This design comes from an exercise in tuning for small area on the open sky130 flow, not from production work.
Only simulation tests tie the RTL to the original design; equivalence was not proved.
Power and IR drop assume default switching activity.

## flow/design.v

```verilog
`timescale 1ns / 1ps
module hexto7segment(
    input[3:0] x,
    output reg [6:0] r
    );
    always@(*)
        case (x)
            4'b0000 : r = 7'b0000001;
            4'b0001 : r = 7'b1001111;
            4'b0010 : r = 7'b0010010;
            4'b0011 : r = 7'b0000110;
            4'b0100 : r = 7'b1001100;
            4'b0101 : r = 7'b0100100;
            4'b0110 : r = 7'b0100000;
            4'b0111 : r = 7'b0001111;
            4'b1000 : r = 7'b0000000;
            4'b1001 : r = 7'b0000100;
            default : r = 7'b1111111;
        endcase
endmodule
`timescale 1ns / 1ps
module clk_div_disp #(
    parameter WIDTH = 4
    )(
    input clk,
    input sys_reset,
    output slow_clk,
    output tick
    );
    reg[WIDTH-1:0] COUNT;
    wire[WIDTH-1:0] next_count = COUNT + 1'b1;
    assign slow_clk=COUNT[WIDTH-1];
    assign tick = next_count[WIDTH-1] & ~COUNT[WIDTH-1];
    always @(posedge clk)
    begin
        if (sys_reset)
            COUNT <= 0;
        else
            COUNT <= next_count;
    end
endmodule
`timescale 1ns / 1ps
module clk_div_timer #(
    parameter WIDTH = 6
    )(
    input clk,
    input sys_reset,
    output slow_clk,
    output tick
    );
    reg[WIDTH-1:0] COUNT;
    wire[WIDTH-1:0] next_count = slow_clk ? {WIDTH{1'b0}} : COUNT + 1'b1;
    assign slow_clk= COUNT[WIDTH-1]&COUNT[WIDTH-2]&COUNT[WIDTH-3]&COUNT[WIDTH-4];
    assign tick = (&next_count[WIDTH-1:WIDTH-4]) & ~slow_clk;
    always @(posedge clk)
    begin
    if (sys_reset)
        COUNT <= 0;
    else
        COUNT <= next_count;
    end
endmodule
`timescale 1ns / 1ps
module HLSM(
    input clk,
    input sys_reset,
    input reset,
    input start,
    output [2:0] state
    );
    reg [2:0] current_state;
    reg[2:0] next_state;
    assign state = current_state;
    localparam STATE0 = 3'b000,
               STATE1 = 3'b001,
               STATE2 = 3'b010,
               STATE3 = 3'b011,
               STATE4 = 3'b100,
               STATE5 = 3'b101;
    always @(*) begin
        case (current_state)
            STATE0: begin
                if(start) next_state = STATE3;
                else next_state = STATE0;
                end
            STATE1: begin
                if (reset) next_state = STATE4;
                else if (start) next_state = STATE5;
                else next_state = STATE1;
                end
            STATE2 : begin
                if (reset) next_state = STATE4;
                else if (start) next_state = STATE3;
                else next_state = STATE2;
                end
            STATE3 : begin
                if (!start) next_state = STATE1;
                else next_state = STATE3;
                end
            STATE4: begin
                if (!reset) next_state = STATE0;
                else next_state = STATE4;
                end
            STATE5: begin
                if (!start) next_state = STATE2;
                else next_state = STATE5;
                end
            default : begin
                if(reset && !start) next_state = STATE4;
                else if (start && !reset) next_state = STATE3;
                else if (start && reset) next_state = STATE3;
                else if (!start && !reset) next_state = STATE0;
                else next_state = STATE0;
                end
       endcase
    end
    always @(posedge clk) begin
        if (sys_reset) current_state <= STATE0;
        else current_state <= next_state;
    end
endmodule
`timescale 1ns / 1ps
module time_count(
    input clk,
    input sys_reset,
    input en,
    input [2:0] state,
    input [1:0] m,
    input [3:0] load1,
    input [3:0] load2,
    output [3:0] time0,
    output [3:0] time1,
    output [3:0] time2,
    output [3:0] time3
    );
    reg [14:0] count;
    reg [1:0] current_mode;
    wire [14:0] initial_load;
    assign time0 = count % 10;
    assign time1 = (count/10) % 10;
    assign time2 = (count/100) % 10;
    assign time3 = (count/1000) % 10;
    assign initial_load = ((load2%10)*1000) + ((load1%10)*100);
    always@ (*) begin
        case(m)
            2'b00: current_mode = 2'b00;
            2'b01: current_mode = 2'b01;
            2'b10: current_mode = 2'b10;
            2'b11: current_mode = 2'b11;
            default : current_mode = 2'b00;
        endcase
    end
    always@ (posedge clk) begin
        if (sys_reset) count <= 0;
        else if (en)
        case (current_mode)
            2'b00: case(state)
                    3'b000 : count <= 0;
                    3'b001 : begin
                        if (count >= 9999) count <= 9999;
                        else count <= count +1;
                        end
                    default : count <= count;
                  endcase
            2'b01: case(state)
                     3'b000 : count <= initial_load;
                     3'b001 : begin
                        if (count >= 9999) count <= 9999;
                        else count <= count +1;
                        end
                     default : count <= count;
                   endcase
            2'b10: case(state)
                    3'b000 : count <= 9999;
                    3'b001 : begin
                        if (count == 0) count <= 0;
                        else count <= count -1;
                        end
                    default : count <= count;
                  endcase
             2'b11: case (state)
                      3'b000: count <= initial_load;
                      3'b001 : begin
                        if (count == 0) count <= 0;
                        else count <= count -1;
                        end
                      default : count <= count;
                    endcase
            default : count <= count;
        endcase
    end
endmodule
`timescale 1ns / 1ps
module time_mux_state_machine(
    input clk,
    input sys_reset,
    input en,
    input [6:0] in0,
    input [6:0] in1,
    input [6:0] in2,
    input [6:0] in3,
    output reg [3:0] an,
    output reg [6:0] sseg,
    output reg dp
    );
    reg [1:0] cs;
    reg [1:0] ns;
    always @(*) begin
        case(cs)
            2'b00 : ns = 2'b01;
            2'b01 : ns = 2'b10;
            2'b10 : ns = 2'b11;
            2'b11 : ns = 2'b00;
            default : ns = 2'b00;
         endcase
      end
      always @(*) begin
        case (cs)         
            2'b00 : sseg = in0;
            2'b01 : sseg = in1;
            2'b10 : sseg = in2;
            2'b11 : sseg = in3;
            default : sseg = in0;
         endcase
        case (cs)
            2'b00 : begin
                an = 4'b1110;
                dp = 1'b1;
                end
            2'b01 : begin
                an = 4'b1101;
                dp = 1'b1;
                end
            2'b10 : begin
                an = 4'b1011;
                dp = 1'b0;
                end
            2'b11 : begin
                an = 4'b0111;
                dp = 1'b1;
                end
            default : begin
                an = 4'b1110;
                dp = 1'b1;
                end
        endcase
      end
      always @(posedge clk) begin
            if (sys_reset) cs <= 2'b00;
            else if (en) cs <= ns;
       end
endmodule
`timescale 1ns / 1ps
module time_multiplexing_main(
    input clk,
    input sys_reset,
    input reset,
    input start,
    input [1:0] m,
    input [3:0] load1,
    input [3:0] load2,
    output [3:0] an,
    output [6:0] sseg,
    output dp
    );
    wire [6:0] in0, in1, in2, in3;
    wire [3:0] time0, time1, time2, time3;
    wire slow_clk_t, slow_clk_d;
    wire tick_t, tick_d;
    wire [2:0] state;
    hexto7segment c1(.x(time0), .r(in0));
    hexto7segment c2(.x(time1), .r(in1));
    hexto7segment c3(.x(time2), .r(in2));
    hexto7segment c4(.x(time3), .r(in3));
    clk_div_disp c5 (.clk(clk), .sys_reset(sys_reset), .slow_clk(slow_clk_d), .tick(tick_d));
    clk_div_timer c6 (.clk(clk), .sys_reset(sys_reset), .slow_clk(slow_clk_t), .tick(tick_t));
    HLSM c8 (.clk(clk), .sys_reset(sys_reset), .reset(reset), .start(start), .state(state)); 
    time_count timer(.clk(clk), .sys_reset(sys_reset), .en(tick_t), .state(state), .m(m), .load1(load1), .load2(load2), .time0(time0), .time1(time1), .time2(time2), .time3(time3));
    time_mux_state_machine c7 (
        .clk (clk),
        .sys_reset (sys_reset),
        .en (tick_d),
        .in0 (in0),
        .in1 (in1),
        .in2 (in2),
        .in3 (in3),
        .an (an),
        .sseg (sseg),
        .dp(dp));
endmodule
```

## flow/run.sh

```bash
#!/bin/bash
# synth_recipe.tcl (not shown) runs the flow's synth.tcl, then flattens the netlist and writes it again
# the make line also repeats each setting of config.mk as NAME=value (left out here)
make -C /OpenROAD-flow-scripts/flow DESIGN_CONFIG=/design/flow/config.mk WORK_HOME=/design/flow/orfs CLKGATE_MAP_FILE= SYNTH_SCRIPT=/design/flow/synth_recipe.tcl finish
```

## flow/config.mk

```make
export PLATFORM = sky130hd
export DESIGN_NAME = time_multiplexing_main
export DESIGN_NICKNAME = time_multiplexing_main
export VERILOG_FILES = /design/flow/design.v
export SDC_FILE = /design/flow/constraint.sdc
export NUM_CORES = 4
export LEC_CHECK = 0
export CAP_MARGIN = 20
export CORE_MARGIN = 2
export CORE_UTILIZATION = 40
export SLEW_MARGIN = 20
```

## flow/constraint.sdc

```tcl
create_clock -name core_clock -period 25.0 [get_ports {clk}]
set_input_delay 5.0000 -clock core_clock [delete_from_list [all_inputs] [get_ports {clk}]]
set_output_delay 5.0000 -clock core_clock [all_outputs]
set_load 0.01 [all_outputs]
```

==> results of run 1 <==
[power by group]
group	total (mW)	internal, mW	switching [mW]
clock network	0.0836	0.0598	0.0238
logic	0.329	0.151	0.179
registers	0.0513	0.0494	0.00189
total	0.464	0.260	0.204
[per-stage QoR]
step | power (mW) | hold WS (ps) | instance area [um^2]
after floorplan | 0.313 | 413 | 13900
after global placement | 0.375 | 429 | 14400
after detailed placement | 0.385 | 440 | 14400
after CTS | 0.471 | 451 | 14500
after global routing | 0.516 | 464 | 14600
final | 0.464 | 450 | 14600
[registers in the layout, indices dropped and copies added (netlist names)]
signal and count:
timer.count 15, c6.COUNT 6, c5.COUNT 4, c8.current_state 3, c7.cs 2
[worst paths after layout]
check / start / end / slack, ps
max: timer.count[12]$_SDFFE_PP0P_ / sseg[6] / 5800
min: c6.COUNT[0]$_SDFF_PP0_ / c6.COUNT[0]$_SDFF_PP0_ / 450
max reg2reg: timer.count[8]$_SDFFE_PP0P_ / timer.count[7]$_SDFFE_PP0P_ / 21210
min reg2reg: c6.COUNT[0]$_SDFF_PP0_ / c6.COUNT[0]$_SDFF_PP0_ / 450
[cells in the mapped netlist (16+ instances only)]
cell	count
dfxtp_1	30
xor2_1	25
mux2_2	16
and3_1	20
or3_1	28
xnor2_1	101
clkbuf_1	58
nand4_1	23
nor3_1	57
o22ai_1	18
a21o_1	23
o211ai_1	24
nand2_1	152
o31ai_1	17
nor4_1	22
o21ai_0	101
inv_1	127
o21a_1	27
nand2b_1	30
a31oi_1	40
fa_1	31
buf_2	31
mux2i_1	33
a211oi_1	29
nand3_1	57
and2_1	17
ha_1	116
nor2_1	199
or2_2	20
nor2b_1	21
a21oi_1	126
[final cells by class]
| type | instances | area (um^2) |
|---|---|---|
| Timing Repair Buffer | 45 | 393 |
| Multi-Input combinational cell | 1717 | 12300 |
| Tap cell | 455 | 569 |
| Clock inverter | 2 | 60.1 |
| Fill cell | 3540 | 19700 |
| Sequential cell | 30 | 601 |
| Clock buffer | 6 | 139 |
| Inverter | 138 | 518 |
[per-layer routing]
layer	wire, um	vias up
met1	18900	6988
li1	-	7258
met2	18600	516
met4	980	0
met5	0	-
met3	2390	68
[worst max-delay path, delay by kind of cell, from the launching register on]
family                     cells  cell delay (ps)
adders and majority gates      4             1230
AOI/OAI and AO/OA             19             6000
buffers and inverters          4             1000
and+or+nand+nor               11             4960
DFF                            1              290
xor gates and xnor gates       1              400
[cell families (layout without fill, tap and decap cells)]
kind of cell	after synthesis	in the layout	synth area share (%)
buffers and inverters	245	191	7.22
xor gates and xnor gates	129	129	8.40
muxes	49	49	3.70
and+or+nand+nor	714	714	26.2
DFF	30	30	4.35
other	2	18	0.0544
adders and majority gates	161	161	16.0
AOI/OAI and AO/OA	646	646	34.1
==> results.txt, run 1 <==
outcome=timing/DRC/antenna clean; half-perimeter wire length after placement=31,300 um; most common cell after layout, fill and taps aside=nor2_1; power density of the placed cells=31.9 nW/um^2; CP startpoint kind=register; antenna violations before repair=0; total of flip-flops plus latches after synthesis=30; H-tree level count=2; least setup slack across all paths after layout=5800 ps; Post-synth EDFFs=0; count of routing violations after the opening detailed-route iteration=1,388; Clock Path Buffers=2; total gr overflow=0; final hold viol count=0; most numerous cell on the critical path=ha_1; Async S/R FF share, synth=0%; IR Drop Worst-Case VDD=41.5 uV; clock sinks=30; Clk Tree Root Cell=clkbuf_16; DR DRC count=0; via count of the first global-routing pass=13.8k; area fraction of the dominant cell type after synthesis=10.5%; relative area change from synthesis to final layout=5.48%; area of the core=34,300 um^2; RSZ-0062 raised after global routing=no; share of the yosys chip area belonging to registers=4.35%; Setup Crit Path Kind=register to primary output; Top-Level Pins=26; effective utilization at floorplan=40.2%; total negative slack=0 ps; global routing's busiest layer=met2; clock-pin slew reported for the worst setup and hold paths after clock tree synthesis=60 ps; Min-Delay Path Depth=1; most frequent cells in the layout=nor2_1 (199), nand2_1 (152), inv_1 (127); final slew viol count=0; detail-routed net length per standard cell=17.1 um; slowest cell on the critical path=nor3_2; CTS tree=done; crit path DAT=14,200 ps; number of instances in the synthesized netlist=1,976; row count=68; cts hold-fix bufs=0; ANT nets after route=0; largest net degree at the start of global routing=45; number of antenna diodes=0; dominant synthesized flop cell=dfxtp_1; Avg Inst Size Synth=6.98 um^2; clock latency at the later pin of the worst-skew pair=290 ps; largest area contributor in the synthesized netlist=ha_1; total of cells resized after clock tree synthesis=0; WL final=40,800 um; detailed-router iteration count before antenna repair=5; Final Instance Count excl. Fillers=2,393; number of buffer cells added on primary ports=25; worst hold path type=register to register; final setup vio count=0; required time worst endpoint=20,000 ps; global-route met1 utilization=31.0%; delay of the slowest cell on the worst path=750 ps; maximum clock frequency=52.1 MHz; number of buffers created by CTS=5; final weighted congestion in routability-driven placement=0.908; final critical-path required period=19,200 ps; x dimension of the die=190 um; transition time at the pin with the least slew margin=1010 ps; ratio of cells with drive above 1 in the final layout=6.97%; Max-Cap Viols=0; Worst Reg2Reg Path Length in Cells=12; net count of the finished layout=2,098; Synth Cell Area=13,800 um^2; GRT Util Overall=22.3%; pre-CTS setup slack=6310 ps; die span in y=190 um; floorplan die area=36,000 um^2; wire length of the first global-routing pass=68,400 um; reported leakage power=6.00 nW; routed vias=14.8k; biggest area contributors in the synthesized netlist=ha_1 (11%), xnor2_1 (6.4%), nor2_1 (5.4%); count of synthesis-stage warnings from yosys=6; maximum fanout count along the critical path=38; Layout Utilization=42.4%; worst slew slack as a fraction of its limit=32.3%; detailed-route vias per instance=6.20; Setup crit end kind=primary output; number of post-CTS setup repair buffers=0; period utilisation layout=76.8%; instance count after placement with tap cells included=2,384; worst setup skew after layout=9.51 ps; Global Route met3 Usage=1.79%; Synth cell types=124; met2 demand-to-capacity share in global routing=37.2%
==> run 2, diff against run 1 <==
==> flow/design.v (replaced) <==
`timescale 1ns / 1ps
module time_multiplexing_main(
    input clk,
    input sys_reset,
    input reset,
    input start,
    input [1:0] m,
    input [3:0] load1,
    input [3:0] load2,
    output [3:0] an,
    output [6:0] sseg,
    output dp
    );
    reg [5:0] dc;
    wire [5:0] dc_c = {&dc[4:0], &dc[3:0], &dc[2:0], &dc[1:0], dc[0], 1'b1};
    always @(posedge clk)
        if (sys_reset) dc <= 6'b001000;
        else dc <= dc ^ dc_c;
    wire [1:0] P = dc[5:4];
    reg [5:0] T;
    wire [5:0] T_c = {&T[4:0], &T[3:0], &T[2:0], &T[1:0], T[0], 1'b1};
    always @(posedge clk)
        if (sys_reset | (&T[5:2])) T <= 6'd0;
        else T <= T ^ T_c;
    wire tick_t = T[5] & T[4] & T[3] & ~T[2] & T[1] & T[0];    
    localparam IDLE = 3'd0, RUN = 3'd1, PAUSE = 3'd2, ARM = 3'd3, CLR = 3'd4, HOLD_R = 3'd5;
    reg [2:0] S, S_n;
    always @(*)
        case (S)
            IDLE:    S_n = start ? ARM : IDLE;
            RUN:     S_n = reset ? CLR : start ? HOLD_R : RUN;
            PAUSE:   S_n = reset ? CLR : start ? ARM : PAUSE;
            ARM:     S_n = start ? ARM : RUN;
            CLR:     S_n = reset ? CLR : IDLE;
            HOLD_R:  S_n = start ? HOLD_R : PAUSE;
            default: S_n = IDLE;
        endcase
    always @(posedge clk)
        if (sys_reset) S <= IDLE;
        else S <= S_n;
    reg [15:0] d;
    wire up = ~m[1];
    wire ld = tick_t & (S == IDLE);
    function [3:0] mod10;
        input [3:0] x;
        reg ge;
        begin
            ge = x[3] & (x[2] | x[1]);
            mod10 = {x[3] & ~ge, ge ? x[2] & x[1] : x[2], ge ? x[2] & ~x[1] : x[1], x[0]};
        end
    endfunction
    wire nine = m[1] & ~m[0];
    wire [3:0] l1 = mod10(load1), l2 = mod10(load2);
    wire [15:0] L = {m[0] ? l2 : {nine, 2'b00, nine},
                     m[0] ? l1 : {nine, 2'b00, nine},
                     nine, 2'b00, nine, nine, 2'b00, nine};
    function term;
        input [3:0] a;
        input u;
        term = u ? (a[3] & a[0]) : ~(a[3] | a[2] | a[1] | a[0]);
    endfunction
    function [3:0] step;
        input [3:0] a;
        input u;
        step = u ? {(a[3] & ~a[0]) | (a[2] & a[1] & a[0]),
                    a[2] ^ (a[1] & a[0]),
                    ~a[3] & (a[1] ^ a[0]),
                    ~a[0]}
                 : {~a[2] & ~a[1] & ~(a[3] ^ a[0]),
                    (a[2] & (a[1] | a[0])) | (a[3] & ~a[0]),
                    ~(a[1] ^ a[0]) & (a[3] | a[2] | a[1]),
                    ~a[0]};
    endfunction
    wire t0 = term(d[3:0], up), t1 = term(d[7:4], up), t2 = term(d[11:8], up), t3 = term(d[15:12], up);
    wire e0 = tick_t & (S == RUN) & ~(t0 & t1 & t2 & t3);
    wire e1 = e0 & t0, e2 = e1 & t1, e3 = e2 & t2;
    wire [15:0] St = {step(d[15:12], up), step(d[11:8], up), step(d[7:4], up), step(d[3:0], up)};
    always @(posedge clk)
        if (sys_reset) d <= 16'd0;
        else if (ld) d <= L;
        else begin
            if (e0) d[3:0] <= St[3:0];
            if (e1) d[7:4] <= St[7:4];
            if (e2) d[11:8] <= St[11:8];
            if (e3) d[15:12] <= St[15:12];
        end
    wire [3:0] x = P[1] ? (P[0] ? d[15:12] : d[11:8]) : (P[0] ? d[7:4] : d[3:0]);
    reg [6:0] seg;
    always @(*)
        case (x)
            4'd0: seg = 7'b0000001;
            4'd1: seg = 7'b1001111;
            4'd2: seg = 7'b0010010;
            4'd3: seg = 7'b0000110;
            4'd4: seg = 7'b1001100;
            4'd5: seg = 7'b0100100;
            4'd6: seg = 7'b0100000;
            4'd7: seg = 7'b0001111;
            4'd8: seg = 7'b0000000;
            4'd9: seg = 7'b0000100;
            default: seg = 7'b1111111;
        endcase
    assign sseg = seg;
    assign an = {~(P[1] & P[0]), ~(P[1] & ~P[0]), ~(~P[1] & P[0]), ~(~P[1] & ~P[0])};
    assign dp = ~(P[1] & ~P[0]);
endmodule
--- a/flow/config.mk
+++ b/flow/config.mk
@@ -7,2 +7,3 @@
 export LEC_CHECK = 0
+export ABC_AREA = 1
 export CAP_MARGIN = 20
==> run 2 against run 1 <==
Net effect:
- still clean on timing, DRC and antenna
- cell area down 80%
- area after synthesis decreased by 82%
- setup slack improved by 11000 ps
- hold slack got worse by 31 ps
- global-route usage shrank 6.1 points
==> results.txt, run 2 <==
outcome=timing/DRC/antenna clean; instance area at placement=2790 um^2 (-81%); maximum fanout count along the critical path=5 (-87%); RSZ-0062 raised after global routing=no; number of buffers created by CTS=5 (unchanged); row count=28 (-59%); fraction of power spent switching nets=26.0% (-18 points); power density of the placed cells=38.2 nW/um^2 (+20%); final critical-path required period=7860 ps (-11,350 ps); GRT Util Overall=16.2% (-6.1 points); biggest area contributors in the synthesized netlist=dfxtp_1 (25%), ha_1 (14%), inv_1 (6.6%); layout filler cell count=598 (-83%); cts hold-fix bufs=0 (unchanged); Max-Cap Viols=0 (unchanged); transition time at the pin with the least slew margin=798 ps (-209 ps); Avg Inst Size Synth=7.26 um^2 (+4.0%); final slew viol count=0 (unchanged); number of buffer cells added on primary ports=25 (unchanged); Post-synth top cells=inv_1 (44), nor2_1 (41), nand2_1 (39), dfxtp_1 (31), o21ai_0 (30); number of instances in the synthesized netlist=343 (-83%); final hold viol count=0 (unchanged); largest net degree at the start of global routing=21 (-53%); effective utilization at floorplan=41.8% (+1.6 points); most numerous cell in the Yosys netlist=inv_1; area of the core=5960 um^2 (-83%); wire length of the first global-routing pass=9470 um (-86%); total of cells resized after clock tree synthesis=0 (unchanged); sequential share of power=47.3% (+36 points); Psw=0.0288 mW (-86%); register containing the most flip-flops in the final layout=d; total negative slack=0 ps (unchanged); Final Instance Count excl. Fillers=443 (-81%); worst hold path type=register to register; IR Drop Worst-Case VDD=24.8 uV (-40%); share of the yosys chip area belonging to registers=24.9% (+21 points); number of flip-flops under the largest register name=14 (-1); reported leakage power=1.27 nW (-79%); WL final=5260 um (-87%); antenna violations before repair=0 (unchanged); count of synthesis-stage warnings from yosys=1 (-5); dominant synthesized flop cell=dfxtp_1; clock sinks=31 (+3.3%); total power draw=0.110 mW (-76%); Setup crit end kind=primary output; worst setup skew after layout=2.17 ps (-7.34 ps); count of routing violations after the opening detailed-route iteration=239 (-83%); pre-CTS setup slack=17,410 ps (+11,090 ps); final weighted congestion in routability-driven placement=0.833 (-8.4%); total gr overflow=0 (unchanged); Clock Path Buffers=2 (unchanged); Synth Cell Area=2490 um^2 (-82%); cell area after layout=2890 um^2 (-80%); clock group share of total power=40.2% (+22 points); net count of the finished layout=409 (-81%); required time worst endpoint=20,000 ps (about the same); worst slew slack as a fraction of its limit=46.3% (+14 points); period utilisation layout=31.4% (-45 points); combinational fraction of design power=12.5% (-59 points); instance count after placement with tap cells included=435 (-82%); clock-pin slew reported for the worst setup and hold paths after clock tree synthesis=70 ps (about the same); detail-routed net length per standard cell=11.9 um (-30%); final setup vio count=0 (unchanged); area fraction of the dominant cell type after synthesis=24.9% (+14 points); die span in y=82.9 um (-56%); number of antenna diodes=0 (unchanged); Post-synth EDFFs=0 (unchanged); floorplan die area=6870 um^2 (-81%); Async S/R FF share, synth=0% (unchanged); DR DRC count=0 (unchanged); half-perimeter wire length after placement=4170 um (-87%); Setup Crit Path Kind=register to primary output; total of flip-flops plus latches after synthesis=31 (+3.3%); routed vias=2,217 (-85%); via count of the first global-routing pass=2,123 (-85%); ratio of cells with drive above 1 in the final layout=13.6% (+6.6 points); least setup slack across all paths after layout=17,140 ps (+11,350 ps); detailed-route vias per instance=5.00 (-19%); most common cell after layout, fill and taps aside=inv_1; most frequent cells in the layout=inv_1 (44), nor2_1 (41), nand2_1 (39); internal power contribution=0.0817 mW (-69%); number of post-CTS setup repair buffers=0 (unchanged); relative area change from synthesis to final layout=16.1%; detailed-router iteration count before antenna repair=4 (-1); ANT nets after route=0 (unchanged); Top-Level Pins=26 (unchanged); clock latency at the later pin of the worst-skew pair=280 ps (about the same); maximum clock frequency=127 MHz (+140%); registers with the most flip-flops=d (14), T (6), dc (6); CTS tree=done; largest area contributor in the synthesized netlist=dfxtp_1; H-tree level count=2 (unchanged); Synth cell types=49 (-60%); x dimension of the die=82.9 um (-56%); CP startpoint kind=register; Clk Tree Root Cell=clkbuf_8; crit path DAT=2860 ps (-11,340 ps)
[run 2: cell count changes after synthesis, moves of 33 or more]
| cell | change |
|---|---|
| ha_1 | -88 |
| nor2_1 | -158 |
| o21ai_0 | -71 |
| nand2_1 | -113 |
| nor3_1 | -51 |
| mux2i_1 | -33 |
| clkbuf_1 | -56 |
| nand3_1 | -39 |
| a21oi_1 | -110 |
| xnor2_1 | -95 |
| inv_1 | -83 |
| a31oi_1 | -36 |
[run 2: worst max-delay path, stage by stage, from the launching register on]
cell	delay (ps)
dfxtp_1	380
inv_1	70
nand2_1	150
nor2_1	60
nor4_1	690
inv_1	190
ha_1	240
o21ai_0	200
o21ai_0	110
clkdlybuf4s50_1	490
[run 2: kinds of logic (layout without fill, tap and decap cells)]
family                     after synthesis  count (layout)  share of synthesized area [%]
xor gates and xnor gates                 9               9                           3.16
and+or+nand+nor                        136             136                           28.6
DFF                                     31              31                           24.9
AOI/OAI and AO/OA                       79              79                           19.5
adders and majority gates               28              28                           14.1
buffers and inverters                   60              85                           9.79
[run 2: metrics by stage]
| step | util [%] | hold WS (ps) |
|---|---|---|
| after floorplan | - | 390 |
| after global placement | 46.8 | 405 |
| after detailed placement | 46.8 | 413 |
| after CTS | 48.6 | 423 |
| after global routing | 48.6 | 449 |
| final | 48.6 | 419 |
[run 2: path summary, 6_finish.rpt]
kind                            depth (start not counted)                end              from  slack, ps
worst min register to register                          1   dc[0]$_SDFF_PP0_  dc[0]$_SDFF_PP0_        420
worst max register to register                          5  d[3]$_SDFFE_PP0P_   S[1]$_SDFF_PP0_      23260
worst min-delay path                                    1   dc[0]$_SDFF_PP0_  dc[0]$_SDFF_PP0_        420
worst max-delay path                                    9            sseg[6]  dc[5]$_SDFF_PP0_      17140
[run 2: routing by layer]
layer	up-vias	GRT usage [%]	routed length, um
li1	1183	-	-
met4	0	5.81	92
met1	963	21.6	2660
met3	9	3.78	244
met5	-	0	0
met2	62	25.5	2270
[run 2: area by class of cell]
class / instances / area [um^2] / share of cell area [%]
Clock buffer: 7 / 96.3 / 3.33
Clock inverter: 1 / 7.51 / 0.260
Inverter: 52 / 196 / 6.79
Multi-Input combinational cell: 252 / 1630 / 56.3
Sequential cell: 31 / 621 / 21.5
Tap cell: 75 / 93.8 / 3.25
Timing Repair Buffer: 25 / 250 / 8.65
[run 2: power by group through the flow]
stage | Combinational (mW) | Sequential [mW] | Clock (mW)
after floorplan | 0.00999 | 0.0531 | 0
after global placement | 0.0138 | 0.0534 | 0
after detailed placement | 0.0139 | 0.0534 | 0
after CTS | 0.0139 | 0.0523 | 0.0463
after global routing | 0.0162 | 0.0524 | 0.0476
final | 0.0138 | 0.0523 | 0.0444

==> afterwards: timing with drivers on the ports <==
Ports are ideal in the flow. The routed layouts listed here were re-timed in OpenROAD. Step 1, drivers: a clkbuf_16 drives clk and a buf_2 each remaining input, both assumed. Step 2 also shifts input and output timing later by t, the mid clock arrival at the registers, as if the neighbouring blocks saw the same clock. Three values: ideal ports, drivers, drivers and shift; two values: the first two.
run	t, ns	setup slack, ns	worst setup path after step 2	clock arrival spread, ns	worst data-port slew with drivers (ns)
run 1	0.319	5.797 / 5.760 / 6.079	register to output	0.010 / 0.010	0.05
run 2	0.304	17.143 / 17.118 / 17.422	register to output	0.002 / 0.002	0.03
After both steps setup and hold are still met in every run listed.
